From an optimization exercise on the open Yosys and OpenROAD flow, aimed at small area and a short achievable clock period; shortcuts taken in it are not production practice. The RTL was checked by simulation tests, not by an equivalence proof against the original design. Power and IR drop assume default switching activity.

[flow/config.mk]
export PLATFORM = sky130hd
export DESIGN_NAME = riscv_ppu
export DESIGN_NICKNAME = riscv_ppu
export VERILOG_FILES = /design/flow/design.v
export SDC_FILE = /design/flow/constraint.sdc
export NUM_CORES = 4
export LEC_CHECK = 0
export ABC_CLOCK_PERIOD_IN_PS = 3000
export CAP_MARGIN = 20
export CORE_MARGIN = 2
export CORE_UTILIZATION = 40
export CTS_CLUSTER_DIAMETER = 100
export CTS_CLUSTER_SIZE = 20
export PLACE_DENSITY = 0.6
export SLEW_MARGIN = 20
export SYNTH_HIERARCHICAL = 1
[flow/constraint.sdc]
create_clock -name core_clock -period 9.0 [get_ports {clk}]
set_input_delay 1.8000 -clock core_clock [delete_from_list [all_inputs] [get_ports {clk}]]
set_output_delay 1.8000 -clock core_clock [all_outputs]
set_load 0.01 [all_outputs]
[flow/design.v]
module riscv_ppu (
    input             clk,
    input             reset,
    output [31:0]     imem_addr,
    input  [31:0]     imem_data,
    output            dmem_en,
    output            dmem_rw,
    output            dmem_se,
    output [1:0]      dmem_size,
    output [31:0]     dmem_addr,
    output [31:0]     dmem_wdata,
    input  [31:0]     dmem_rdata
);
    reg  [31:0] pc;
    reg  [31:0] id_ir;
    reg  [31:0] id_pc;
    reg         id_v;        
    reg  [31:0] ex_a;        
    reg  [31:0] ex_b;        
    reg  [31:0] ex_t;        
    reg  [4:0]  ex_rd;
    reg         ex_rf;       
    reg         ex_ld;       
    reg         ex_en;       
    reg         ex_st;       
    reg         ex_se;
    reg  [1:0]  ex_size;
    reg  [2:0]  ex_bt;       
    reg         ex_jalr;
    reg         ex_link;     
    reg         ex_sub;
    reg         ex_sra;
    reg         ex_s_sum, ex_s_sll, ex_s_slt, ex_s_sltu;    
    reg         ex_s_xor, ex_s_sr, ex_s_or, ex_s_and;
    reg         ex_tfwd;     
    reg         ex_left;     
    reg  [31:0] mem_res;
    reg  [31:0] mem_sd;
    reg  [4:0]  mem_rd;
    reg         mem_rf, mem_ld, mem_en, mem_st, mem_se;
    reg  [1:0]  mem_size;
    reg  [31:0] wb_pw;
    reg  [4:0]  wb_rd;
    reg         wb_rf;
    reg  [31:0] rf [1:31];
    wire [6:0] op  = id_ir[6:0];
    wire [2:0] f3  = id_ir[14:12];
    wire [6:0] f7  = id_ir[31:25];
    wire [4:0] rs1 = id_ir[19:15];
    wire [4:0] rs2 = id_ir[24:20];
    wire [4:0] rd  = id_ir[11:7];
    wire f7z = (f7 == 7'b0000000);
    wire f7s = (f7 == 7'b0100000);
    wire o_opimm = id_v & (op == 7'b0010011);
    wire o_op    = id_v & (op == 7'b0110011);
    wire o_lui   = id_v & (op == 7'b0110111);
    wire o_auipc = id_v & (op == 7'b0010111);
    wire o_load  = id_v & (op == 7'b0000011);
    wire o_store = id_v & (op == 7'b0100011);
    wire o_br    = id_v & (op == 7'b1100011);
    wire o_jal   = id_v & (op == 7'b1101111);
    wire o_jalr  = id_v & (op == 7'b1100111);
    wire v_opimm = o_opimm & (f3 != 3'b001) & ((f3 != 3'b101) | f7z | f7s);
    wire v_op    = o_op & (((f3 != 3'b000) & (f3 != 3'b101)) | f7z | f7s);
    wire v_load  = o_load & (f3 != 3'b011) & (f3 != 3'b110) & (f3 != 3'b111);
    wire v_store = o_store & (f3[2] == 1'b0) & (f3[1:0] != 2'b11);
    wire is_sh   = o_store & (f3 == 3'b001);
    wire src1 = v_opimm | v_load | is_sh | o_jalr;           
    wire src2 = v_op | (v_store & ~is_sh) | o_br;            
    wire id_rf = v_opimm | v_op | o_lui | o_auipc | v_load | o_jal | o_jalr;
    wire stall = ex_ld & (id_v ? ((rs1 == ex_rd) | (~src1 & (rs2 == ex_rd)))
                               : (ex_rd == 5'd0));
    wire [31:0] imm_i = {{20{id_ir[31]}}, id_ir[31:20]};
    wire [31:0] imm_s = {{20{id_ir[31]}}, id_ir[31:25], id_ir[11:7]};
    wire [31:0] imm_u = {id_ir[31:12], 12'b0};
    wire [31:0] imm_b = {{20{id_ir[31]}}, id_ir[7], id_ir[30:25], id_ir[11:8], 1'b0};
    wire [31:0] imm_j = {{12{id_ir[31]}}, id_ir[19:12], id_ir[20], id_ir[30:21], 1'b0};
    wire [31:0] id_ta = id_pc + (id_ir[3] ? imm_j : imm_b);
    wire [31:0] dec_a = 32'b1 << rs1;
    wire [31:0] dec_b = 32'b1 << rs2;
    wire [31:0] rf_a, rf_b;
    wire [1023:0] rf_q;
    assign rf_q[31:0] = 32'b0;
    genvar gq;
    generate
        for (gq = 1; gq < 32; gq = gq + 1) begin : rfq
            assign rf_q[32*gq +: 32] = rf[gq];
        end
    endgenerate
    wire [95:0] rf_a_p, rf_b_p;
    rf_read rda (.q(rf_q), .sel(dec_a), .p(rf_a_p));
    rf_read rdb (.q(rf_q), .sel(dec_b), .p(rf_b_p));
    assign rf_a = rf_a_p[31:0] | rf_a_p[63:32] | rf_a_p[95:64];
    assign rf_b = rf_b_p[31:0] | rf_b_p[63:32] | rf_b_p[95:64];
    wire [31:0] ex_alu;
    wire src12 = src1 | src2;
    wire a_ex  = src12 & ex_rf  & (rs1 == ex_rd);
    wire a_mem = src12 & mem_rf & (rs1 == mem_rd);
    wire a_wb  = src12 & wb_rf  & (rs1 == wb_rd);
    wire b_ex  = src2  & ex_rf  & (rs2 == ex_rd);
    wire b_mem = src2  & mem_rf & (rs2 == mem_rd);
    wire b_wb  = src2  & wb_rf  & (rs2 == wb_rd);
    wire fa_ex  = a_ex;
    wire fa_mem = ~a_ex & a_mem;
    wire fa_wb  = ~a_ex & ~a_mem & a_wb;
    wire fa_rf  = ~a_ex & ~a_mem & ~a_wb;
    wire fb_ex  = b_ex;
    wire fb_mem = ~b_ex & b_mem;
    wire fb_wb  = ~b_ex & ~b_mem & b_wb;
    wire fb_rf  = ~b_ex & ~b_mem & ~b_wb;
    wire use_rs2 = id_ir[5] & ~id_ir[2] & (id_ir[4] | id_ir[6]);
    wire use_imm = ~use_rs2;
    wire is_u    = id_ir[2] & ~id_ir[6];            
    wire [31:0] imm = id_ir[2] ? (id_ir[6] ? imm_i : imm_u) : (id_ir[5] ? imm_s : imm_i);
    wire id_sub = o_br | ((v_op | v_opimm) & (f3[2:1] == 2'b01)) | (o_op & (f3 == 3'b000) & f7s);
    wire sa_pc  = is_u & ~id_ir[5];
    wire sa_on  = ~is_u;
    wire sa_ex  = sa_on & fa_ex;
    wire sa_mem = sa_on & fa_mem;
    wire sa_wb  = sa_on & fa_wb;
    wire sa_rf  = sa_on & fa_rf;
    wire sb_imm = use_imm;
    wire sb_ex  = ~use_imm & fb_ex;
    wire sb_mem = ~use_imm & fb_mem;
    wire sb_wb  = ~use_imm & fb_wb;
    wire sb_rf  = ~use_imm & fb_rf;
    wire st_ta  = o_br;
    wire st_ex  = ~o_br & fb_ex;
    wire st_mem = ~o_br & fb_mem;
    wire st_wb  = ~o_br & fb_wb;
    wire st_rf  = ~o_br & fb_rf;
    wire mem_pl = mem_ld;    
    wire [31:0] id_a = ({32{sa_ex}} & ex_alu) |
                       ({32{sa_mem & mem_pl}} & dmem_rdata) | ({32{sa_mem & ~mem_pl}} & mem_res) |
                       ({32{sa_wb}} & wb_pw) | ({32{sa_rf}} & rf_a) | ({32{sa_pc}} & id_pc);
    wire [31:0] b_oth = ({32{sb_mem & mem_pl}} & dmem_rdata) | ({32{sb_mem & ~mem_pl}} & mem_res) |
                        ({32{sb_wb}} & wb_pw) | ({32{sb_rf}} & rf_b) | ({32{sb_imm}} & imm);
    wire [31:0] id_b = ({32{sb_ex & ~id_sub}} & ex_alu) | ({32{sb_ex & id_sub}} & ~ex_alu) |
                       ({32{~sb_ex}} & (b_oth ^ {32{id_sub}}));
    wire [31:0] id_t = ({32{st_mem & mem_pl}} & dmem_rdata) | ({32{st_mem & ~mem_pl}} & mem_res) |
                       ({32{st_wb}} & wb_pw) | ({32{st_rf}} & rf_b) | ({32{st_ta}} & id_ta);
    wire [31:0] mem_pw = mem_ld ? dmem_rdata : mem_res;
    wire [33:0] sum_x = {1'b0, ex_a, 1'b1} + {1'b0, ex_b, ex_sub};
    wire [31:0] sum   = sum_x[32:1];
    wire eq   = &(ex_a ^ ex_b);           
    wire neg  = sum[31];
    wire slt  = ex_a[31] & ex_b[31] & ~sum[31];
    wire sltu = ~sum_x[33];
    reg  [31:0] sh_in, sh_rev;
    integer j;
    always @(*) begin
        for (j = 0; j < 32; j = j + 1) begin
            sh_in[j] = ex_left ? ex_a[31-j] : ex_a[j];
        end
    end
    wire        fill   = ex_sra & ex_a[31];
    wire [32:0] sh_x   = $signed({fill, sh_in}) >>> ex_b[4:0];
    wire [31:0] sh_out = sh_x[31:0];
    always @(*) begin
        for (j = 0; j < 32; j = j + 1) begin
            sh_rev[j] = sh_out[31-j];
        end
    end
    assign ex_alu = ({32{ex_s_sum}} & sum) |
                    ({32{ex_s_sll}} & sh_rev) |
                    ({32{ex_s_sr}}  & sh_out) |
                    ({32{ex_s_xor}} & (ex_a ^ ex_b)) |
                    ({32{ex_s_or}}  & (ex_a | ex_b)) |
                    ({32{ex_s_and}} & (ex_a & ex_b)) |
                    {31'b0, (ex_s_slt & slt) | (ex_s_sltu & sltu)};
    wire cond = ((ex_bt == 3'b010) & eq) |
                ((ex_bt == 3'b001) & ~eq) |
                (ex_bt[2] & ~ex_bt[0] & ~eq & neg) |
                (ex_bt[2] &  ex_bt[0] & (eq | ~neg));
    wire [31:0] pc_nb = o_jal ? id_ta : ex_jalr ? {sum[31:1], 1'b0} : pc + 32'd4;
    wire [31:0] pc_in = cond ? ex_t : pc_nb;
    wire flush_if = cond | (o_jal & ~stall) | ex_jalr;
    wire flush_ex = cond | (ex_jalr & ~o_jal);
    always @(posedge clk) begin
        if (reset)
            pc <= 32'b0;
        else if (!stall)
            pc <= {pc_in[31:1], 1'b0};    
    end
    always @(posedge clk) begin
        if (reset | flush_if)
            id_v <= 1'b0;
        else if (!stall)
            id_v <= 1'b1;
        if (!stall) begin
            id_ir <= imem_data;
            id_pc <= pc;
        end
    end
    always @(posedge clk) begin
        if (reset | flush_ex | stall) begin
            ex_rf   <= 1'b0;
            ex_ld   <= 1'b0;
            ex_en   <= 1'b0;
            ex_bt   <= 3'b0;
            ex_jalr <= 1'b0;
        end else begin
            ex_rf   <= id_rf;
            ex_ld   <= v_load;
            ex_en   <= v_load | v_store;
            ex_bt   <= o_br ? ((f3 == 3'b000) ? 3'b010 : f3) : 3'b000;
            ex_jalr <= o_jalr;
        end
        ex_a    <= id_a;
        ex_b    <= id_b;
        ex_t    <= id_t;
        ex_rd   <= rd;
        ex_st   <= o_store;
        ex_se   <= ~f3[2] & ~f3[1];
        ex_size <= f3[1:0];
        ex_link <= o_jal | o_jalr;
        ex_sub  <= id_sub;
        ex_sra  <= f7s & (f3 == 3'b101);
        ex_left <= f3 == 3'b001;
        ex_s_sum  <= ~(o_op | o_opimm) | (f3 == 3'b000);
        ex_s_sll  <= (o_op | o_opimm) & (f3 == 3'b001);
        ex_s_slt  <= (o_op | o_opimm) & (f3 == 3'b010);
        ex_s_sltu <= (o_op | o_opimm) & (f3 == 3'b011);
        ex_s_xor  <= (o_op | o_opimm) & (f3 == 3'b100);
        ex_s_sr   <= (o_op | o_opimm) & (f3 == 3'b101);
        ex_s_or   <= (o_op | o_opimm) & (f3 == 3'b110);
        ex_s_and  <= (o_op | o_opimm) & (f3 == 3'b111);
        ex_tfwd   <= st_ex;
    end
    always @(posedge clk) begin
        if (reset) begin
            mem_rf <= 1'b0;
            mem_en <= 1'b0;
        end else begin
            mem_rf <= ex_rf;
            mem_en <= ex_en;
        end
        mem_res  <= ex_link ? id_pc : ex_alu;
        mem_sd   <= ex_tfwd ? mem_res : ex_t;
        mem_rd   <= ex_rd;
        mem_ld   <= ex_ld;
        mem_st   <= ex_st;
        mem_se   <= ex_se;
        mem_size <= ex_size;
    end
    always @(posedge clk) begin
        if (reset)
            wb_rf <= 1'b0;
        else
            wb_rf <= mem_rf;
        wb_pw <= mem_pw;
        wb_rd <= mem_rd;
    end
    genvar g;
    generate
        for (g = 1; g < 32; g = g + 1) begin : rfw
            always @(posedge clk)
                if (wb_rf && wb_rd == g)
                    rf[g] <= wb_pw;
        end
    endgenerate
    assign imem_addr  = pc;
    assign dmem_en    = mem_en;
    assign dmem_rw    = mem_st;
    assign dmem_se    = mem_se;
    assign dmem_size  = mem_size;
    assign dmem_addr  = mem_res;
    assign dmem_wdata = mem_sd;
endmodule
module rf_read (
    input  [1023:0] q,
    input  [31:0]   sel,
    output [95:0]   p        
);
    genvar b, k;
    generate
        for (b = 0; b < 32; b = b + 1) begin : bits
            wire [10:0] n;
            for (k = 0; k < 10; k = k + 1) begin : g
                rf_aoi3 u (.a(q[32*(3*k+1)+b]), .sa(sel[3*k+1]),
                           .b(q[32*(3*k+2)+b]), .sb(sel[3*k+2]),
                           .c(q[32*(3*k+3)+b]), .sc(sel[3*k+3]), .y(n[k]));
            end
            rf_nand2 u31 (.a(q[32*31+b]), .b(sel[31]), .y(n[10]));
            rf_nand4 uo0 (.a(n[0]), .b(n[1]), .c(n[2]), .d(n[3]), .y(p[b]));
            rf_nand4 uo1 (.a(n[4]), .b(n[5]), .c(n[6]), .d(n[7]), .y(p[32+b]));
            rf_nand3 uo2 (.a(n[8]), .b(n[9]), .c(n[10]), .y(p[64+b]));
        end
    endgenerate
endmodule
module rf_aoi3 (input a, input sa, input b, input sb, input c, input sc, output y);
    assign y = ~((a & sa) | (b & sb) | (c & sc));
endmodule
module rf_nand2 (input a, input b, output y);
    assign y = ~(a & b);
endmodule
module rf_nand4 (input a, input b, input c, input d, output y);
    assign y = ~(a & b & c & d);
endmodule
module rf_nand3 (input a, input b, input c, output y);
    assign y = ~(a & b & c);
endmodule
[flow/flow/run.sh]
#!/bin/bash
# Own layout flow: the standard ORFS flow (standard.sh, with the standard
# synthesis unchanged) with two resizer settings changed:
#  - ports buffered with buf_2 instead of the default delay-cell buffer.
# The clock period and I/O constraints are the design's (constraint.sdc is
# not touched). The flow's output goes to standard_flow.log; ORFS writes each
# step's log under orfs/logs/.
set -euo pipefail
MARGIN=5.5
bash standard.sh SETUP_SLACK_MARGIN=$MARGIN \
    "BUFFER_PORTS_ARGS=-buffer_cell sky130_fd_sc_hd__buf_2" \
    finish > standard_flow.log 2>&1
[flow/standard.sh]
#!/bin/bash
# synth_recipe.tcl (not shown) runs the flow's synth.tcl, then flattens the netlist and writes it again
# the make line also repeats each setting of config.mk as NAME=value (left out here)
make -C /OpenROAD-flow-scripts/flow DESIGN_CONFIG=/design/flow/config.mk WORK_HOME=/design/flow/orfs CLKGATE_MAP_FILE= SYNTH_SCRIPT=/design/flow/synth_recipe.tcl "${@:-finish}"
==> impl_metrics.ini, run 1 <==
[clock_tree]
clk_pin_slew_ns = 0.09
htreeDepth = 3
clk_path_buf_depth = 3
cts.sinks = 1326
cts_buffers = 78
hold_buffers = 0
cts_root_buf = clkbuf_16
cts_tree = built
insertion_delay_ns = 0.76

[critical_path]
crit_fanout = 32
path_cells = buf_12 -> nand2b_4 -> buf_4 -> nor2_2 -> buf_6 -> a222oi_1 -> nand4_1 -> nor3_2 -> nor3_1 -> a21oi_1 -> o31ai_2 -> a211oi_2 -> a31oi_1 -> xor2_1
worstPathRequired_ns = 9.62
reg2reg_slack_ns = 5.33
path_class = reg -> reg
cp_top_family = compound AO/OA/AOI/OAI gates
crit_arrival_ns = 4.29
crit_path_start = id_ir[24]$_DFFE_PN_
cp_slowest_cell = nand4_1
path_buf_inv = 3
r2r-start = id_ir[24]$_DFFE_PN_
slowest_delay_ns = 0.47
crit_path_start_kind = register
endpoint_kind = register

[final_layout]
nNetsFinal = 5324
stdcell_count = 7234
drive_above_1_share_pct = 24.49
area_delta_synth_final_pct = 19.08
stdcell_area_sq_mm = 0.07276
fillers = 13430
post-route-util_pct = 47.95

[global_route]
grt_usage_pct = 34.44
grt.overflow.total = 0
grt_max_degree = 68
grt_pass1_vias = 47610
grt_pass1_wl_um = 380300
antenna_found_initial = 18

[placed_design]
placed_cells = 6856
pre_cts_slack_ns = 4.003
hpwl_um = 184700
portBuffers = 165
place_area_sq_mm = 0.06568
gp_congestion = 1.030

[routing]
drt-initial-drc-count = 11260
num_vias = 51680
routed_wl_um = 284000
wl_per_cell_um = 39.26
drtPass1Iterations = 17
drtAntennaViolNets = 0
drc = 0
vias_per_cell = 7.144

[timing]
period_minus_slack_ns = 3.669
slew_viol_final = 0
maxSlewHeadroom_pct = 12.45
final-setup-viol-count = 0
clock.fmax_ghz = 0.2725
hold_violations = 0
fin_crit_sh_pct = 40.77
tightestPinTransition_ns = 1.304
finalWorstSetupSlack_ns = 5.331
rsz0062_at_grt = true
fin_skew_ns = 0.05919
setup-tns-final_ns = 0

[logic_synthesis]
syn_area_sq_mm = 0.06110
synth_nets = 4839
synthCells = 4676
syn_area_per_cell_sq_um = 13.07
yosysWarnings = 8

[power_and_ir_drop]
max-vdd-ir-drop_mv = 0.1978
power.density_mw_per_mm2 = 209.9
p_leak_uw = 0.02456

[min_path]
hp-start = ex_size[0]$_DFF_P_
worst_hold_path_type = reg -> reg

[die]
die_w_um = 394.8
ios = 167
coreArea_sq_mm = 0.1517
start_util_pct = 40.27
die_h_um = 394.8
row_count = 143
die_area_sq_mm = 0.1559

[status]
status = complete, no violations

[job]
max_cap_violations = 0
-- final cells by class --
| cell class | instances | area, sq um | area share, % |
|---|---|---|---|
| Sequential cell | 1326 | 37210 | 51.14 |
| Multi-Input combinational cell | 3012 | 25080 | 34.47 |
| Timing Repair Buffer | 601 | 5037 | 6.923 |
| Tap cell | 2030 | 2540 | 3.491 |
| Clock buffer | 110 | 2198 | 3.021 |
| Inverter | 141 | 575.6 | 0.7910 |
| Clock inverter | 8 | 91.34 | 0.1255 |
| Antenna cell | 5 | 12.51 | 0.01720 |
| Timing Repair inverter | 1 | 11.26 | 0.01548 |
-- sequential cells by signal (all words and copies together) (netlist names), 2 cells and up --
register	cells
ex_b	32
mem_sd	32
ex_size	2
ex_a	32
wb_rd	5
ex_rd	5
mem_size	2
mem_res	32
rf	992
id_ir	32
wb_pw	32
id_pc	31
mem_rd	5
ex_t	32
pc	31
ex_bt	3
-- placed cells by master, fill, tap and decap left out, types with 26 or more instances in the layout --
cell	n
nor3_1	76
xnor2_1	63
buf_12	40
o31ai_1	26
o221ai_1	41
buf_2	165
nand3_1	130
edfxtp_1	1055
mux4_2	49
a221oi_1	41
nand4_1	149
buf_6	38
o211ai_1	53
xor2_1	68
a21oi_1	123
nor2_1	190
ha_1	54
inv_1	135
mux2i_1	54
buf_4	340
nand2b_1	30
nor2_4	81
nand2_1	279
o21ai_0	138
mux2_2	78
a222oi_1	650
clkbuf_16	92
dfxtp_2	32
dfxtp_1	222
-- worst register-to-register path: cells and delay by family, from the launching register on --
family | cells | cell delay, ns
AO/OA/AOI/OAI | 5 | 1.35
XOR/XNOR | 1 | 0.19
buffers and inverters | 3 | 0.51
flip-flops | 1 | 0.38
AND/OR/NAND/NOR | 5 | 1.15
-- repair_timing --
| action | 4_1_cts | 5_1_grt |
|---|---|---|
| gates cloned | 7 | 11 |
| setup buffers | 115 | 122 |
| resized for setup | 314 | 272 |
| pin swaps | 62 | 95 |
| endpoints found under the setup margin | 221 | 133 |
-- per-stage QoR --
step                      hold WS, ns  power, uW
after floorplan                0.3096       9134
after global placement         0.3158      10940
after detailed placement       0.3146      10940
after CTS                      0.3127      14900
after global routing           0.3258      15530
final                          0.3003      15280
-- power by group --
| part | internal, uW | leakage (uW) | switching, uW |
|---|---|---|---|
| clock network | 1720 | 0.00111 | 2090 |
| logic | 1090 | 0.0115 | 2470 |
| registers | 7400 | 0.0119 | 499 |
| total | 10200 | 0.0246 | 5060 |
-- worst paths after layout --
kind / cells after the start / end
worst max register to register: 14 / ex_b[30]$_DFF_P_
worst min-delay path: 0 / mem_size[0]$_DFF_P_
worst max-delay path: 14 / ex_b[30]$_DFF_P_
worst min register to register: 0 / mem_size[0]$_DFF_P_
-- metal layers --
| layer | wire [um] | global-route usage [%] | up-vias | part of all wire (%) |
|---|---|---|---|---|
| li1 | - | - | 20840 | - |
| met1 | 102700 | 44.84 | 25920 | 36 |
| met2 | 123300 | 52.10 | 4130 | 43 |
| met3 | 38770 | 10.14 | 768 | 14 |
| met4 | 19090 | 17.64 | 20 | 6.7 |
| met5 | 126 | 0 | - | 0.044 |
==> run 2: changes to the inputs <==
--- a/flow/design.v
+++ b/flow/design.v
@@ -15,6 +15,8 @@
     reg  [31:0] id_ir;
     reg  [31:0] id_pc;
     reg         id_v;        
+    reg  [31:1] id_dec_a;    
+    reg  [31:1] id_dec_b;    
     reg  [31:0] ex_a;        
     reg  [31:0] ex_b;        
     reg  [31:0] ex_t;        
@@ -76,8 +78,8 @@
     wire [31:0] imm_b = {{20{id_ir[31]}}, id_ir[7], id_ir[30:25], id_ir[11:8], 1'b0};
     wire [31:0] imm_j = {{12{id_ir[31]}}, id_ir[19:12], id_ir[20], id_ir[30:21], 1'b0};
     wire [31:0] id_ta = id_pc + (id_ir[3] ? imm_j : imm_b);
-    wire [31:0] dec_a = 32'b1 << rs1;
-    wire [31:0] dec_b = 32'b1 << rs2;
+    wire [31:0] dec_a = {id_dec_a, 1'b0};
+    wire [31:0] dec_b = {id_dec_b, 1'b0};
     wire [31:0] rf_a, rf_b;
     wire [1023:0] rf_q;
     assign rf_q[31:0] = 32'b0;
@@ -176,6 +178,8 @@
     wire [31:0] pc_in = cond ? ex_t : pc_nb;
     wire flush_if = cond | (o_jal & ~stall) | ex_jalr;
     wire flush_ex = cond | (ex_jalr & ~o_jal);
+    wire [31:0] if_dec_a = 32'b1 << imem_data[19:15];
+    wire [31:0] if_dec_b = 32'b1 << imem_data[24:20];
     always @(posedge clk) begin
         if (reset)
             pc <= 32'b0;
@@ -188,8 +192,10 @@
         else if (!stall)
             id_v <= 1'b1;
         if (!stall) begin
-            id_ir <= imem_data;
-            id_pc <= pc;
+            id_ir    <= imem_data;
+            id_pc    <= pc;
+            id_dec_a <= if_dec_a[31:1];
+            id_dec_b <= if_dec_b[31:1];
         end
     end
     always @(posedge clk) begin
==> run 2 against run 1 <==
- non-clock buffer count is 157 lower
- largest power group unchanged
- register-to-register slack better by 0.03 ns
- die area is 1.4% higher
- worst hold slack better by 0.035 ns
- clock power is 2% higher
- highest routed layer unchanged
- core utilization is 1.8 points lower
- fmax is 0.70% higher
- critical endpoint is now ex_b[16]$_DFF_P_
- final area is 2.3% lower
==> impl_metrics.ini, run 2 <==
[timing]
setup-tns-final_ns = 0
tightestPinTransition_ns = 1.297
fin_crit_sh_pct = 40.49
rsz0062_at_grt = true
clock.fmax_ghz = 0.2744
maxSlewHeadroom_pct = 12.83
hold_violations = 0
final-setup-viol-count = 0
fin_skew_ns = 0.04893
slew_viol_final = 0
period_minus_slack_ns = 3.644

[routing]
num_vias = 51300
wl_per_cell_um = 39.86
drt-initial-drc-count = 12520
drtAntennaViolNets = 0
routed_wl_um = 281500
vias_per_cell = 7.265
drtPass1Iterations = 14
drc = 0

[clock_tree]
hold_buffers = 0
cts_root_buf = clkbuf_16
cts_tree = built
cts.sinks = 1388
insertion_delay_ns = 0.73
htreeDepth = 3
clk_pin_slew_ns = 0.09
clk_path_buf_depth = 3
cts_buffers = 81

[final_layout]
drive_above_1_share_pct = 19.03
largest_register_ffs = 992
regMostFlops = rf
nNetsFinal = 5138
final_cell_mix = edfxtp_1 (1117), a222oi_1 (671), nand2_1 (343)
area_delta_synth_final_pct = 14.76
stdcell_count = 7062
final_common_cell = edfxtp_1

[die]
die_area_sq_mm = 0.1580
die_h_um = 397.5
coreArea_sq_mm = 0.1539
die_w_um = 397.5
start_util_pct = 40.26
row_count = 144
ios = 167

[critical_path]
path_class = reg -> reg
worstReg2RegEnd = ex_b[16]$_DFF_P_
crit_path_frequent_cell = o21ai_0
crit_path_start_kind = register
cp_slowest_cell = nor3_1
crit_fanout = 31
reg2reg_slack_ns = 5.36
r2r_cells = 9
slowest_delay_ns = 1.00
r2r-start = id_dec_b[10]$_SDFFCE_PP0N_
path_cells = buf_4 -> a222oi_1 -> nand4_1 -> nor3_1 -> nand2_1 -> o21ai_0 -> o21ai_0 -> o21ai_0 -> xnor2_1
endpoint_kind = register
crit_arrival_ns = 4.22
worstPathRequired_ns = 9.57

[logic_synthesis]
syn_area_per_cell_sq_um = 13.34
yosysWarnings = 8
synth.distinct_cells = 86
synthMostInstantiatedCell = edfxtp_1
yosys-top-cells-count = edfxtp_1 (1117), a222oi_1 (671), nand2_1 (351), dfxtp_1 (271), nor2_1 (244)
ys.flop_type = edfxtp_1
yosysTopAreaCellShare_pct = 54.15
synthCells = 4644
synthArstFlopShare_pct = 0
seq_area_frac_synth_pct = 62.91
synth-edff-count = 1117
synth_nets = 4807
ys_seq_elements = 1388
ys_top_cells_by_area = edfxtp_1 (54%), a222oi_1 (11%), dfxtp_1 (8.8%)
yosysTopAreaCell = edfxtp_1
syn_area_sq_mm = 0.06194

[placed_design]
hpwl_um = 182000
gp_congestion = 1.032
placed_cells = 6833
portBuffers = 165

[power_and_ir_drop]
p_leak_uw = 0.02403
seqPwrFrac_pct = 52.3
p_switching_uw = 5015
pwr-share-comb_pct = 22.5
max-vdd-ir-drop_mv = 0.2032
sw_frac_of_total_pct = 32.49
internal_power_uw = 10420
power.density_mw_per_mm2 = 217.1
power.share.clock_pct = 25.2

[global_route]
grt_usage_pct = 34.11
grt.overflow.total = 0
antenna_found_initial = 29
grt_pass1_wl_um = 379600
grt_max_degree = 79
grt_pass1_vias = 46840

[min_path]
hp-start = ex_size[1]$_DFF_P_
hold_path_depth = 0
worst_hold_path_type = reg -> reg
hold_end = mem_size[1]$_DFF_P_

[status]
status = complete, no violations

[job]
max_cap_violations = 0
run 2: what timing repair did:
item                       CTS  global route
buffers inserted            36            58
setup endpoints to repair  289           194
resized for setup          180           182
pin swaps                   15            52
cloned                       3             6
hold endpoints to repair     0             0
run 2: worst max-delay path by stage:
stage | start | to | slack [ns]
detailed placement | ex_b[2]$_DFF_P_ | pc[14]$_SDFFE_PP0N_ | 3.85
floorplan | ex_b[4]$_DFF_P_ | ex_b[30]$_DFF_P_ | 5.50
CTS | id_ir[3]$_DFFE_PN_ | pc[26]$_SDFFE_PP0N_ | 5.47
finish | id_dec_b[10]$_SDFFCE_PP0N_ | ex_b[16]$_DFF_P_ | 5.36
global placement | ex_b[2]$_DFF_P_ | pc[31]$_SDFFE_PP0N_ | 3.99
global route | id_ir[31]$_DFFE_PN_ | ex_b[9]$_DFF_P_ | 5.40
run 2: cell families (layout without fill, tap and decap cells):
family | Yosys count | count (layout) | synth area share [%]
simple gates | 1095 | 1095 | 8.266
other cells | 1 | 10 | 0.006054
compound gates | 1400 | 1400 | 18.56
buf+inv | 320 | 685 | 2.032
fa+ha+maj | 97 | 97 | 1.984
mux | 193 | 193 | 4.123
flops | 1388 | 1388 | 62.91
xor+xnor | 150 | 150 | 2.121
run 2: per-stage QoR:
| step | cell area, sq um | total power [uW] | utilization [%] | hold WS [ns] | setup slack [ns] |
|---|---|---|---|---|---|
| after detailed placement | 66170 | 11190 | 43.00 | 0.3175 | 3.848 |
| after global routing | 71070 | 15690 | 46.19 | 0.3508 | 5.402 |
| after floorplan | 61960 | 9482 | - | 0.3096 | 5.502 |
| final | 71080 | 15440 | 46.20 | 0.3351 | 5.356 |
| after global placement | 66170 | 11170 | 43.00 | 0.3146 | 3.990 |
| after CTS | 69560 | 15060 | 45.21 | 0.3382 | 5.473 |
run 2: layout make-up:
class                           instances  area [sq um]
Fill cell                           13690         82780
Sequential cell                      1388         39080
Multi-Input combinational cell       2936         23390
Timing Repair Buffer                  444          3268
Tap cell                             2044          2557
Clock buffer                          108          2171
Inverter                              123         495.5
Clock inverter                          9         90.09
Antenna cell                            9         22.52
Timing Repair inverter                  1         7.507
run 2: routing by layer:
layer | vias up | GRT usage [%] | share of wire [%] | routed length (um)
met3 | 837 | 12.19 | 16 | 45190
met2 | 4697 | 49.55 | 42 | 118800
met4 | 30 | 17.85 | 6.3 | 17700
met1 | 25420 | 44.59 | 35 | 99390
met5 | - | 0.6961 | 0.12 | 332
li1 | 20320 | - | - | -
run 2: power groups by stage:
stage | clock network (uW) | logic, uW | registers [uW]
floorplan | 0 | 1110 | 8370
global placement | 0 | 2970 | 8200
detailed placement | 0 | 2980 | 8200
CTS | 3890 | 3120 | 8050
global route | 4090 | 3520 | 8070
finish | 3880 | 3470 | 8080
run 2: per-module statistics from Yosys (local to each module, per instance), a selection:
module | copies in the design | cells | area, sq um
rf_aoi3 | 640 | 1 | 10.01
rf_nand2 | 64 | 1 | 3.754
rf_nand3 | 64 | 1 | 5.005
rf_nand4 | 128 | 1 | 6.256
riscv_ppu | 1 | 3748 | 54170
run 2: critical path: cells and delay by family, from the launching register on:
| kind | cells | cell delay, ns |
|---|---|---|
| compound gates | 4 | 0.99 |
| xor+xnor | 1 | 0.13 |
| buf+inv | 1 | 0.37 |
| flops | 1 | 0.51 |
| simple gates | 3 | 1.47 |
==> run 3: changes to the inputs <==
--- a/flow/flow/run.sh
+++ b/flow/flow/run.sh
@@ -6,7 +6,7 @@
 # not touched). The flow's output goes to standard_flow.log; ORFS writes each
 # step's log under orfs/logs/.
 set -euo pipefail
-MARGIN=5.5
+MARGIN=5.7
 bash standard.sh SETUP_SLACK_MARGIN=$MARGIN \
     "BUFFER_PORTS_ARGS=-buffer_cell sky130_fd_sc_hd__buf_2" \
     finish > standard_flow.log 2>&1
--- a/flow/config.mk
+++ b/flow/config.mk
@@ -10,7 +10,7 @@
 export CORE_MARGIN = 2
 export CORE_UTILIZATION = 40
 export CTS_CLUSTER_DIAMETER = 100
-export CTS_CLUSTER_SIZE = 20
+export CTS_CLUSTER_SIZE = 24
 export PLACE_DENSITY = 0.6
 export SLEW_MARGIN = 20
 export SYNTH_HIERARCHICAL = 1
==> run 3 against run 2 <==
- first-iteration DRC count down 0.71%
- critical path depth did not move
- die area is the same
- non-clock buffer count is 69 higher
- total power up 0.54%
- worst hold slack worse by 0.0060 ns
- core utilization rose by 0.82 points
- cell count is 0.82% higher
- area after synthesis unchanged
- global-route usage down 0.63 points
- clock-buffer cell count fell by 16
- sequential share of layout area fell by 0.95 points
==> impl_metrics.ini, run 3 <==
[status]
status = complete, no violations

[critical_path]
path_class = reg -> reg
worstPathRequired_ns = 9.55
cp_slowest_cell = a222oi_1
path_buf_inv = 1
path_cells = nand2_1 -> a211oi_1 -> o41ai_2 -> a22oi_2 -> nand2_2 -> and4_1 -> buf_4 -> a222oi_1 -> nand3_1
endpoint_kind = register
slowest_delay_ns = 0.81
crit_fanout = 32
cp_top_family = compound AO/OA/AOI/OAI gates
crit_path_start_kind = register
crit_arrival_ns = 4.02

[power_and_ir_drop]
internal_power_uw = 10380
sw_frac_of_total_pct = 33.12
seqPwrFrac_pct = 51.8
power.share.clock_pct = 23.8
power.density_mw_per_mm2 = 214.5
power.total_uw = 15520
pwr-share-comb_pct = 24.4
p_switching_uw = 5140
max-vdd-ir-drop_mv = 0.2085
p_leak_uw = 0.02451

[final_layout]
largest_register_ffs = 992
stdcell_count = 7120
post-route-util_pct = 47.02
final_common_cell = edfxtp_1
nNetsFinal = 5197
fillers = 13680
drive_above_1_share_pct = 22.93
seqCellArea_sq_mm = 0.03909
area_delta_synth_final_pct = 16.81
regMostFlops = rf
multi_input_area_sq_mm = 0.02419
final_cell_mix = edfxtp_1 (1117), a222oi_1 (671), nand2_1 (334)

[die]
start_util_pct = 40.26
die_w_um = 397.5
coreArea_sq_mm = 0.1539
ios = 167
die_h_um = 397.5
die_area_sq_mm = 0.1580
row_count = 144

[global_route]
grt_pass1_vias = 46630
grt.overflow.total = 0
grt_max_degree = 76
antenna_found_initial = 21
grt_pass1_wl_um = 373500
grt_usage_pct = 33.49

[logic_synthesis]
synth-edff-count = 1117
synthSimpleGateAreaFrac_pct = 8.266
synth_compound_area_share_pct = 18.56
synth_nets = 4807
syn_area_sq_mm = 0.06194
synth-adder-area-share_pct = 1.984
synth_xor_area_share_pct = 2.121
synth_top_family_by_area = compound AO/OA/AOI/OAI gates
synthArstFlopShare_pct = 0
ys_seq_elements = 1388
synthCells = 4644
synthMostInstantiatedCell = edfxtp_1
yosys-top-cells-count = edfxtp_1 (1117), a222oi_1 (671), nand2_1 (351), dfxtp_1 (271), nor2_1 (244)
syn_area_per_cell_sq_um = 13.34
synth.distinct_cells = 86
ys_top_cells_by_area = edfxtp_1 (54%), a222oi_1 (11%), dfxtp_1 (8.8%)
yosysTopAreaCell = edfxtp_1
yosysTopAreaCellShare_pct = 54.15
ys.flop_type = edfxtp_1
seq_area_frac_synth_pct = 62.91
yosysWarnings = 8
synth_mux_area_share_pct = 4.123

[routing]
wl_per_cell_um = 38.89
drc = 0
drt-initial-drc-count = 12440
drtAntennaViolNets = 0
routed_wl_um = 276900
num_vias = 51670
vias_per_cell = 7.256
drtPass1Iterations = 14

[clock_tree]
clk_path_buf_depth = 3
hold_buffers = 0
cts.sinks = 1388
cts_root_buf = clkbuf_16
cts_buffers = 71
cts_tree = built
insertion_delay_ns = 0.74
clk_pin_slew_ns = 0.10
htreeDepth = 3

[timing]
hold_violations = 0
fin_skew_ns = 0.05373
period_minus_slack_ns = 3.468
tightestPinTransition_ns = 1.296
final-setup-viol-count = 0
maxSlewHeadroom_pct = 12.88
fin_crit_sh_pct = 38.53
holdWs_ns = 0.3290
rsz0062_at_grt = true
setup-tns-final_ns = 0
slew_viol_final = 0
clock.fmax_ghz = 0.2884

[placed_design]
portBuffers = 165
gp_congestion = 1.056
placed_cells = 6826
hpwl_um = 179900

[job]
max_cap_violations = 0

[min_path]
worst_hold_path_type = reg -> reg
-- run 3: cell counts after synthesis --
No cell type changed its count.
-- run 3: layout make-up --
| class | count | share of cell area [%] |
|---|---|---|
| timing repair buffer | 513 | 5.411 |
| clock buffer | 92 | 2.594 |
| inverter | 123 | 0.6883 |
| multi-input combinational | 2937 | 33.43 |
| clock inverter | 15 | 0.2888 |
| sequential | 1388 | 54.03 |
| tap | 2044 | 3.535 |
| antenna | 8 | 0.02767 |
-- run 3: stage by stage --
step	setup WS, ns	cell area, sq um
floorplan	5.706	62000
global placement	4.233	66120
detailed placement	4.174	66130
CTS	5.616	70780
global route	5.520	72330
finish	5.532	72350
-- run 3: cells by family after synthesis --
group                    Yosys count
other                              1
flip-flops                      1388
adder cells (fa/ha/maj)           97
AO/OA/AOI/OAI                   1400
buffers and inverters            320
AND/OR/NAND/NOR                 1095
multiplexers                     193
XOR/XNOR                         150
-- run 3: timing repair --
action | CTS | global route
gates resized for setup | 371 | 217
gates cloned | 7 | 6
pin swaps | 77 | 101
endpoints found under the setup margin | 293 | 245
setup buffers | 107 | 59
-- run 3: worst register-to-register path: cells and delay by family (launching register included) --
family | cells | cell delay [ns]
buf+inv | 1 | 0.26
simple gates | 4 | 0.87
compound gates | 4 | 1.56
flops | 1 | 0.60
-- run 3: per-module statistics from Yosys (local to each module, per instance), a selection --
module,times used,flip-flops and latches
rf_nand4,128,0
riscv_ppu,1,1388
rf_nand2,64,0
rf_aoi3,640,0
rf_nand3,64,0
-- run 3: final timing paths --
kind	slack, ns	end	cells past startpoint	from
setup / recovery	5.53	ex_a[2]$_DFF_P_	9	id_ir[14]$_DFFE_PN_
hold / removal	0.33	mem_size[0]$_DFF_P_	0	ex_size[0]$_DFF_P_
setup reg to reg	5.53	ex_a[2]$_DFF_P_	9	id_ir[14]$_DFFE_PN_
hold reg to reg	0.33	mem_size[0]$_DFF_P_	0	ex_size[0]$_DFF_P_
-- run 3: routing by layer --
layer	GRT usage, %	share of wire [%]
met1	43.77	36
met2	48.98	42
met3	12.28	16
met4	16.43	6.1
met5	0	0.047
-- run 3: power groups by stage --
stage	logic (uW)	clock network (uW)	registers [uW]
2_1_floorplan	1110	0	8370
3_3_place_gp	3030	0	8160
3_5_place_dp	3040	0	8160
4_1_cts	3380	3700	8010
5_1_grt	3800	3890	8030
6_report	3790	3700	8030
==> run 4: changes to the inputs <==
--- a/flow/flow/run.sh
+++ b/flow/flow/run.sh
@@ -6,7 +6,7 @@
 # not touched). The flow's output goes to standard_flow.log; ORFS writes each
 # step's log under orfs/logs/.
 set -euo pipefail
-MARGIN=5.7
+MARGIN=5.5
 bash standard.sh SETUP_SLACK_MARGIN=$MARGIN \
     "BUFFER_PORTS_ARGS=-buffer_cell sky130_fd_sc_hd__buf_2" \
     finish > standard_flow.log 2>&1
==> run 4 against run 3 <==
- clock power shrank 2%
- sequential share of layout area grew 1.2 points
- cell count shrank 1.1%
- final area shrank 2.2%
- core utilization shrank 1.0 points
- area after synthesis is the same
- global-route usage grew 0.58 points
- synthesized cell count is the same
==> impl_metrics.ini, run 4 <==
[routing]
num_vias = 51150
drc = 0
drtPass1Iterations = 13
routed_wl_um = 280400
drt-initial-drc-count = 12890
vias_per_cell = 7.267
wl_per_cell_um = 39.84
drtAntennaViolNets = 0

[final_layout]
final_common_cell = edfxtp_1
area_delta_synth_final_pct = 14.24
seqCellArea_sq_mm = 0.03908
drive_above_1_share_pct = 19.03
fillers = 13740
nNetsFinal = 5123
stdcell_area_sq_mm = 0.07076
largest_register_ffs = 992
regMostFlops = rf
final_cell_mix = edfxtp_1 (1117), a222oi_1 (671), nand2_1 (343)
multi_input_area_sq_mm = 0.02335

[logic_synthesis]
yosysTopAreaCellShare_pct = 54.15
yosys-top-cells-count = edfxtp_1 (1117), a222oi_1 (671), nand2_1 (351), dfxtp_1 (271), nor2_1 (244)
yosysTopAreaCell = edfxtp_1
ys.flop_type = edfxtp_1
synthArstFlopShare_pct = 0
synth.distinct_cells = 86
synth_nets = 4807
synthMostInstantiatedCell = edfxtp_1
yosysWarnings = 8
syn_area_per_cell_sq_um = 13.34
ys_seq_elements = 1388
synthCells = 4644
synth-edff-count = 1117
syn_area_sq_mm = 0.06194
seq_area_frac_synth_pct = 62.91
ys_top_cells_by_area = edfxtp_1 (54%), a222oi_1 (11%), dfxtp_1 (8.8%)

[critical_path]
cp_slowest_cell = nor3_1
r2r_cells = 9
path_cells = buf_4 -> a222oi_1 -> nand4_1 -> nor3_1 -> nand2_1 -> o21ai_0 -> o21ai_0 -> o21ai_1 -> xnor2_1
crit_path_start_kind = register
crit_fanout = 31
crit_path_frequent_cell = o21ai_0
crit_arrival_ns = 4.28
worstPathRequired_ns = 9.59
reg2reg_slack_ns = 5.31
r2r-start = id_dec_b[10]$_SDFFCE_PP0N_
slowest_delay_ns = 0.84
cp_top_family = simple AND/OR/NAND/NOR gates
worstReg2RegEnd = ex_b[17]$_DFF_P_
path_buf_inv = 1
path_class = reg -> reg
endpoint_kind = register

[placed_design]
place_area_sq_mm = 0.06617
portBuffers = 165
hpwl_um = 182000
gp_congestion = 1.032

[clock_tree]
clk_path_buf_depth = 3
htreeDepth = 3
cts_root_buf = clkbuf_16
insertion_delay_ns = 0.73
cts_buffers = 70
clk_pin_slew_ns = 0.11
cts_tree = built
cts.sinks = 1388

[timing]
fin_skew_ns = 0.03688
slew_viol_final = 0
holdWs_ns = 0.3403
fin_crit_sh_pct = 40.98
period_minus_slack_ns = 3.688
tightestPinTransition_ns = 1.298
maxSlewHeadroom_pct = 13.13
rsz0062_at_grt = true
setup-tns-final_ns = 0
hold_violations = 0
final-setup-viol-count = 0
clock.fmax_ghz = 0.2711

[global_route]
antenna_found_initial = 31
grt_max_degree = 79
grt.overflow.total = 0
grt_usage_pct = 34.07
grt_pass1_vias = 46670
grt_pass1_wl_um = 378800

[min_path]
hold_path_depth = 0
hp-start = ex_size[1]$_DFF_P_
worst_hold_path_type = reg -> reg
hold_end = mem_size[1]$_DFF_P_

[die]
coreArea_sq_mm = 0.1539
row_count = 144
die_h_um = 397.5
die_w_um = 397.5
start_util_pct = 40.26
ios = 167
die_area_sq_mm = 0.1580

[power_and_ir_drop]
power.density_mw_per_mm2 = 214.6
p_leak_uw = 0.02384
max-vdd-ir-drop_mv = 0.1745

[status]
status = complete, no violations

[job]
max_cap_violations = 0
## run 4: where the power goes
group / total [uW] / switching [uW] / internal [uW]
sequential: 8070 / 323 / 7750
combinational: 3480 / 2510 / 960
clock: 3640 / 2150 / 1490
## run 4: cell families after synthesis
family,Yosys count,synth area share (%)
flops,1388,62.91
simple gates,1095,8.266
xor+xnor,150,2.121
compound gates,1400,18.56
mux,193,4.123
other cells,1,0.006054
buf+inv,320,2.032
fa+ha+maj,97,1.984
## run 4: final cells by class
type,instances,area share [%]
Clock inverter,9,0.2104
Inverter,123,0.6967
Multi-Input combinational cell,2936,33.00
Timing Repair inverter,1,0.01061
Clock buffer,90,2.612
Antenna cell,8,0.02829
Timing Repair Buffer,440,4.590
Tap cell,2044,3.614
Sequential cell,1388,55.24
## run 4: Yosys stat by module (local to each module, per instance), a selection
module	copies in the design	flip-flops and latches	cell area, sq um
rf_nand2	64	0	3.754
rf_nand3	64	0	5.005
riscv_ppu	1	1388	54170
rf_nand4	128	0	6.256
rf_aoi3	640	0	10.01
## run 4: timing repair
action	CTS	global route
resized for setup	195	179
buffers inserted	46	46
hold buffers	0	0
cloned	5	2
pin swaps	20	47
setup endpoints to repair	290	195
## run 4: routing by layer
layer / wire length (um) / up-vias / GRT usage (%)
li1: - / 20310 / -
met2: 119800 / 4678 / 50.18
met5: 251 / - / 0
met1: 98770 / 25380 / 44.34
met3: 45430 / 766 / 12.53
met4: 16140 / 26 / 16.35
## run 4: worst max-delay path by stage
| stage | to | cells past startpoint | slack, ns | startpoint |
|---|---|---|---|---|
| 6_report | ex_b[17]$_DFF_P_ | 9 | 5.31 | id_dec_b[10]$_SDFFCE_PP0N_ |
| 5_1_grt | pc[28]$_SDFFE_PP0N_ | 15 | 5.38 | id_ir[3]$_DFFE_PN_ |
| 3_5_place_dp | pc[14]$_SDFFE_PP0N_ | 13 | 3.85 | ex_b[2]$_DFF_P_ |
| 2_1_floorplan | ex_b[30]$_DFF_P_ | 15 | 5.50 | ex_b[4]$_DFF_P_ |
| 3_3_place_gp | pc[31]$_SDFFE_PP0N_ | 13 | 3.99 | ex_b[2]$_DFF_P_ |
| 4_1_cts | pc[17]$_SDFFE_PP0N_ | 13 | 5.39 | ex_b[2]$_DFF_P_ |
## run 4: through the flow
step,power (uW),std cells,worst slack [ns],util [%]
finish,15190,7039,5.312,45.99
global route,15440,7034,5.380,45.98
CTS,14810,6983,5.394,45.18
detailed placement,11190,6833,3.848,43.00
global placement,11170,6833,3.990,43.00
floorplan,9482,4644,5.502,-
==> run 5: changes to the inputs <==
--- a/flow/flow/run.sh
+++ b/flow/flow/run.sh
@@ -6,7 +6,7 @@
 # not touched). The flow's output goes to standard_flow.log; ORFS writes each
 # step's log under orfs/logs/.
 set -euo pipefail
-MARGIN=5.5
+MARGIN=5.9
 bash standard.sh SETUP_SLACK_MARGIN=$MARGIN \
     "BUFFER_PORTS_ARGS=-buffer_cell sky130_fd_sc_hd__buf_2" \
     finish > standard_flow.log 2>&1
--- a/flow/config.mk
+++ b/flow/config.mk
@@ -10,7 +10,7 @@
 export CORE_MARGIN = 2
 export CORE_UTILIZATION = 40
 export CTS_CLUSTER_DIAMETER = 100
-export CTS_CLUSTER_SIZE = 24
+export CTS_CLUSTER_SIZE = 20
 export PLACE_DENSITY = 0.6
 export SLEW_MARGIN = 20
 export SYNTH_HIERARCHICAL = 1
==> run 5 against run 4 <==
- still clean on timing, DRC and antenna
- worst hold slack got worse by 0.0039 ns
- clock-buffer cell count rose by 19
- combinational power rose by 16%
- critical path type unchanged
- critical endpoint is now pc[28]$_SDFFE_PP0N_
==> impl_metrics.ini, run 5 <==
[min_path]
hp-start = ex_st$_DFF_P_
worst_hold_path_type = reg -> reg

[final_layout]
regMostFlops = rf
stdcell_area_sq_mm = 0.07469
area_delta_synth_final_pct = 20.59
final_cell_mix = edfxtp_1 (1117), a222oi_1 (671), buf_4 (353)
final_common_cell = edfxtp_1
largest_register_ffs = 992
drive_above_1_share_pct = 27.25
fillers = 13440
nNetsFinal = 5294
stdcell_count = 7218

[clock_tree]
cts.sinks = 1388
hold_buffers = 0
cts_root_buf = clkbuf_16
clk_pin_slew_ns = 0.10
clk_path_buf_depth = 3
cts_tree = built
cts_buffers = 82
insertion_delay_ns = 0.75
htreeDepth = 3

[die]
row_count = 144
die_h_um = 397.5
die_w_um = 397.5
die_area_sq_mm = 0.1580
coreArea_sq_mm = 0.1539
start_util_pct = 40.26
ios = 167

[power_and_ir_drop]
power.density_mw_per_mm2 = 214.6
p_leak_uw = 0.02540
power.total_uw = 16030
max-vdd-ir-drop_mv = 0.1838

[timing]
tightestPinTransition_ns = 1.337
maxSlewHeadroom_pct = 10.19
slew_viol_final = 0
clock.fmax_ghz = 0.2888
hold_violations = 0
setup-tns-final_ns = 0
fin_skew_ns = 0.05424
holdWs_ns = 0.3364
fin_crit_sh_pct = 38.48
final-setup-viol-count = 0
period_minus_slack_ns = 3.463
rsz0062_at_grt = true

[logic_synthesis]
yosysWarnings = 8
ys_seq_elements = 1388
syn_area_sq_mm = 0.06194
synth-edff-count = 1117
yosys-top-cells-count = edfxtp_1 (1117), a222oi_1 (671), nand2_1 (351), dfxtp_1 (271), nor2_1 (244)
syn_area_per_cell_sq_um = 13.34
yosysTopAreaCellShare_pct = 54.15
ys.flop_type = edfxtp_1
seq_area_frac_synth_pct = 62.91
ys_top_cells_by_area = edfxtp_1 (54%), a222oi_1 (11%), dfxtp_1 (8.8%)
synthMostInstantiatedCell = edfxtp_1
synthCells = 4644
yosysTopAreaCell = edfxtp_1
synthArstFlopShare_pct = 0
synth.distinct_cells = 86
synth_nets = 4807

[global_route]
grt.overflow.total = 0
grt_usage_pct = 34.80
grt_pass1_vias = 47950
grt_pass1_wl_um = 386900
grt_max_degree = 82
antenna_found_initial = 22

[critical_path]
reg2reg_slack_ns = 5.54
crit_arrival_ns = 4.10
path_class = reg -> reg
crit_path_start = id_pc[9]$_DFFE_PN_
crit_fanout = 7
crit_path_start_kind = register
endpoint_kind = register
r2r-start = id_pc[9]$_DFFE_PN_
worstPathRequired_ns = 9.64

[placed_design]
place_area_sq_mm = 0.06623
hpwl_um = 180900
portBuffers = 165
placed_cells = 6824
gp_congestion = 1.042

[routing]
drtAntennaViolNets = 0
drc = 0
wl_per_cell_um = 39.81
drt-initial-drc-count = 13130
drtPass1Iterations = 15
routed_wl_um = 287300
vias_per_cell = 7.343
num_vias = 53000

[job]
max_cap_violations = 0

[status]
status = complete, no violations
==> run 5: cell counts after synthesis <==
Identical to the previous run, type by type.
==> run 5: logic make-up (layout without fill, tap and decap cells) <==
family | after synthesis | in the layout | synth area share (%)
AOI/OAI and AO/OA | 1400 | 1400 | 18.56
muxes | 193 | 193 | 4.123
other | 1 | 11 | 0.006054
adders and majority gates | 97 | 97 | 1.984
buffers and inverters | 320 | 837 | 2.032
DFF | 1388 | 1388 | 62.91
and+or+nand+nor | 1095 | 1098 | 8.266
xor gates and xnor gates | 150 | 150 | 2.121
==> run 5: path summary, 6_finish.rpt <==
check | endpoint | cells past startpoint
setup / recovery | pc[28]$_SDFFE_PP0N_ | 11
hold / removal | mem_st$_DFF_P_ | 0
setup reg to reg | pc[28]$_SDFFE_PP0N_ | 11
hold reg to reg | mem_st$_DFF_P_ | 0
==> run 5: layer usage <==
metal / routed length [um] / track usage (%) / vias to the layer above
li1: - / - / 20700
met1: 98800 / 44.67 / 26220
met2: 119900 / 49.96 / 5060
met3: 47900 / 13.92 / 1007
met4: 20500 / 19.13 / 18
met5: 262 / 0.6961 / -
==> run 5: critical path, cell delays in order, from the launching register on <==
cell	delay (ns)
edfxtp_1	0.62
ha_2	0.52
nand2_1	0.07
o21ai_0	0.53
a21oi_2	0.24
a211o_1	0.39
nand2_2	0.10
and2_4	0.15
o221ai_4	0.12
xnor2_4	0.20
o2bb2ai_1	0.16
a211o_1	0.26
==> run 5: timing repair <==
item                       4_1_cts  5_1_grt
pin swaps                      114      142
buffers inserted               178       69
setup endpoints to repair      323      244
resized for setup              585      336
cloned                          18        2
==> run 5: power by group <==
| group | internal [uW] | switching (uW) |
|---|---|---|
| combinational | 1270 | 2750 |
| sequential | 7760 | 299 |
| clock | 1750 | 2200 |
| total | 10800 | 5250 |
==> run 5: cell type report <==
class,instances,area (sq um),share of cell area [%]
flip-flops and latches,1388,39280,52.59
multi-input cells,2939,25100,33.60
repair buffers,596,4890,6.547
well taps,2044,2557,3.424
clock buffers,109,2217,2.968
inverters,123,518.0,0.6935
clock inverters,8,102.6,0.1374
diodes,10,25.02,0.03350
repair inverters,1,7.507,0.01005
==> run 5: through the flow <==
step                setup WS, ns  utilization, %
global route               5.535           48.53
global placement           3.897           43.05
detailed placement         3.811           43.05
finish                     5.537           48.54
CTS                        5.626           47.21
floorplan                  5.870               -
==> run 5: Yosys stat by module (local to each module, per instance), excerpt <==
module,times used,area [sq um],cells
riscv_ppu,1,54170,3748
rf_aoi3,640,10.01,1
rf_nand4,128,6.256,1
rf_nand3,64,5.005,1
rf_nand2,64,3.754,1
==> run 6: changes to the inputs <==
--- a/flow/flow/run.sh
+++ b/flow/flow/run.sh
@@ -6,7 +6,7 @@
 # not touched). The flow's output goes to standard_flow.log; ORFS writes each
 # step's log under orfs/logs/.
 set -euo pipefail
-MARGIN=5.9
+MARGIN=5.7
 bash standard.sh SETUP_SLACK_MARGIN=$MARGIN \
     "BUFFER_PORTS_ARGS=-buffer_cell sky130_fd_sc_hd__buf_2" \
     finish > standard_flow.log 2>&1
--- a/flow/config.mk
+++ b/flow/config.mk
@@ -10,7 +10,7 @@
 export CORE_MARGIN = 2
 export CORE_UTILIZATION = 40
 export CTS_CLUSTER_DIAMETER = 100
-export CTS_CLUSTER_SIZE = 20
+export CTS_CLUSTER_SIZE = 22
 export PLACE_DENSITY = 0.6
 export SLEW_MARGIN = 20
 export SYNTH_HIERARCHICAL = 1
==> run 6 against run 5 <==
- area after synthesis unchanged
- first-iteration DRC count decreased by 5.8%
- sequential share of layout area increased by 1.4 points
- sequential power about the same
- die area unchanged
- combinational power decreased by 7.2%
- worst hold slack got worse by 0.012 ns
- synthesized cell count unchanged
- clock power decreased by 5.8%
- clock skew increased by 0.0030 ns
- critical path depth decreased by 2
- final area decreased by 3.1%
- largest power group unchanged
==> impl_metrics.ini, run 6 <==
[logic_synthesis]
yosysWarnings = 8
synth.distinct_cells = 86
seq_area_frac_synth_pct = 62.91
yosys-top-cells-count = edfxtp_1 (1117), a222oi_1 (671), nand2_1 (351), dfxtp_1 (271), nor2_1 (244)
syn_area_sq_mm = 0.06194
synthCells = 4644
synth_compound_area_share_pct = 18.56
syn_area_per_cell_sq_um = 13.34
ys_top_cells_by_area = edfxtp_1 (54%), a222oi_1 (11%), dfxtp_1 (8.8%)
synth_nets = 4807
synthSimpleGateAreaFrac_pct = 8.266
ys.flop_type = edfxtp_1
ys_seq_elements = 1388
yosysTopAreaCellShare_pct = 54.15
synth_xor_area_share_pct = 2.121
yosysTopAreaCell = edfxtp_1
synth-edff-count = 1117
synthArstFlopShare_pct = 0
synth_top_family_by_area = compound AO/OA/AOI/OAI gates
synthMostInstantiatedCell = edfxtp_1
synth_mux_area_share_pct = 4.123
synth-adder-area-share_pct = 1.984

[global_route]
grt_max_degree = 76
grt_usage_pct = 33.33
antenna_found_initial = 22
grt_pass1_wl_um = 372200
grt.overflow.total = 0
grt_pass1_vias = 46540

[critical_path]
crit_path_start = id_dec_b[18]$_SDFFCE_PN0N_
crit_fanout = 24
worstPathRequired_ns = 9.61
path_class = reg -> reg
crit_path_start_kind = register
endpoint_kind = register
crit_arrival_ns = 4.15
r2r-start = id_dec_b[18]$_SDFFCE_PN0N_

[final_layout]
post-route-util_pct = 47.05
final_cell_mix = edfxtp_1 (1117), a222oi_1 (671), nand2_1 (335)
regMostFlops = rf
nNetsFinal = 5197
final_common_cell = edfxtp_1
largest_register_ffs = 992
drive_above_1_share_pct = 22.69
stdcell_count = 7127
area_delta_synth_final_pct = 16.88

[timing]
setup-tns-final_ns = 0
maxSlewHeadroom_pct = 14.47
fin_skew_ns = 0.05724
fin_crit_sh_pct = 39.33
clock.fmax_ghz = 0.2825
final-setup-viol-count = 0
rsz0062_at_grt = true
hold_violations = 0
period_minus_slack_ns = 3.539
slew_viol_final = 0
tightestPinTransition_ns = 1.274

[power_and_ir_drop]
p_switching_uw = 5085
sw_frac_of_total_pct = 32.82
max-vdd-ir-drop_mv = 0.2195
seqPwrFrac_pct = 51.9
pwr-share-comb_pct = 24.1
internal_power_uw = 10410
power.share.clock_pct = 24.0
p_leak_uw = 0.02451
power.density_mw_per_mm2 = 214.0

[die]
start_util_pct = 40.26
ios = 167
die_area_sq_mm = 0.1580
die_h_um = 397.5
coreArea_sq_mm = 0.1539
die_w_um = 397.5
row_count = 144

[routing]
routed_wl_um = 276800
drc = 0
wl_per_cell_um = 38.83
drtPass1Iterations = 14
drt-initial-drc-count = 12370
num_vias = 51870
vias_per_cell = 7.278
drtAntennaViolNets = 0

[clock_tree]
cts_buffers = 75
clk_pin_slew_ns = 0.11
cts.sinks = 1388
cts_root_buf = clkbuf_16
clk_path_buf_depth = 3
cts_tree = built
insertion_delay_ns = 0.74
htreeDepth = 3
hold_buffers = 0

[placed_design]
gp_congestion = 1.056
hpwl_um = 179900
placed_cells = 6826
portBuffers = 165

[job]
max_cap_violations = 0

[status]
status = complete, no violations

[min_path]
hp-start = ex_st$_DFF_P_
worst_hold_path_type = reg -> reg
## run 6: routing by layer
metal	vias up	share of wire (%)	global-route usage (%)
li1	20460	-	-
met1	25870	35	43.88
met2	4714	42	48.88
met3	814	16	11.50
met4	12	6.2	16.44
met5	-	0.027	0.1513
## run 6: path summary, 6_finish.rpt
path                       to  slack (ns)  cells after the start
max          ex_b[19]$_DFF_P_        5.46                      9
min            mem_st$_DFF_P_        0.32                      0
max reg2reg  ex_b[19]$_DFF_P_        5.46                      9
min reg2reg    mem_st$_DFF_P_        0.32                      0
## run 6: per-module statistics from Yosys (local to each module, per instance), a selection
module	flip-flops and latches	cells	area (sq um)
rf_nand4	0	1	6.256
rf_aoi3	0	1	10.01
rf_nand2	0	1	3.754
rf_nand3	0	1	5.005
riscv_ppu	1388	3748	54170
## run 6: cell type report
class	count	area (sq um)
tap	2044	2557
fill	13690	81480
multi-input combinational	2937	24180
antenna	15	37.54
inverter	123	498.0
clock inverter	11	142.6
timing repair buffer	509	3891
sequential	1388	39090
clock buffer	100	1992
## run 6: power groups by stage
| stage | registers, uW | logic [uW] | clock network, uW |
|---|---|---|---|
| final | 8040 | 3730 | 3720 |
| after floorplan | 8370 | 1110 | 0 |
| after detailed placement | 8160 | 3040 | 0 |
| after global routing | 8040 | 3740 | 3920 |
| after CTS | 8010 | 3330 | 3730 |
| after global placement | 8160 | 3030 | 0 |
## run 6: worst max-delay path, stage by stage (launching register included)
cell and delay [ns]:
edfxtp_1 0.50, buf_4 0.34, a222oi_1 0.41, nand4_1 0.66, nor3_1 0.43, nand2_1 0.09, o21ai_1 0.42, o21ai_0 0.19
o21ai_1 0.14, xnor2_1 0.25
## run 6: metrics by stage
stage	power, uW	hold WS [ns]	setup WS, ns	area, sq um
after global placement	11190	0.3125	4.233	66120
final	15490	0.3246	5.461	72390
after CTS	15070	0.3263	5.606	70480
after detailed placement	11200	0.3178	4.174	66130
after floorplan	9485	0.3096	5.706	62000
after global routing	15700	0.3318	5.547	72360
## run 6: kinds of logic after synthesis
group	Yosys count
buf+inv	320
xor+xnor	150
compound gates	1400
other cells	1
simple gates	1095
mux	193
fa+ha+maj	97
flops	1388
## run 6: what timing repair did
| action | CTS | global route |
|---|---|---|
| setup buffers | 77 | 84 |
| gates resized for setup | 347 | 236 |
| pin swaps | 49 | 122 |
| setup endpoints to repair | 292 | 243 |
| cloned | 6 | 8 |

afterwards: timing with drivers on the ports:
How much do the figures lean on ideal ports? The routed layouts below were timed once more, with nothing changed but the port constraints.
Step 1: set_driving_cell puts a clkbuf_16 on clk and a buf_2 on each other input, an assumption about the parent block.
Step 2 times the ports against the registers' clock, not the clock port: input delays grow and output delays shrink by t, the midpoint of the rising clock arrivals with the driver on.
Three values: ideal, step 1, step 2; two values: the first two.
| run | shift t [ns] | setup slack, ns | worst setup path at the end | pins driven straight from the clock port |
|---|---|---|---|---|
| run 1 | 0.798 | 5.331 / 5.331 / 5.064 | input to register | 1 |
| run 2 | 0.788 | 5.356 / 5.356 / 5.106 | input to register | 1 |
| run 3 | 0.806 | 5.532 / 5.532 / 4.985 | input to register | 1 |
| run 4 | 0.791 | 5.312 / 5.312 / 5.074 | input to register | 1 |
| run 5 | 0.807 | 5.537 / 5.537 / 5.089 | input to register | 1 |
| run 6 | 0.797 | 5.461 / 5.461 / 4.883 | input to register | 1 |
After both steps every run listed still meets setup and hold. The setup slack of run 6, which loses most, moves by 0.000 ns with the drivers and by -0.578 ns with both steps.
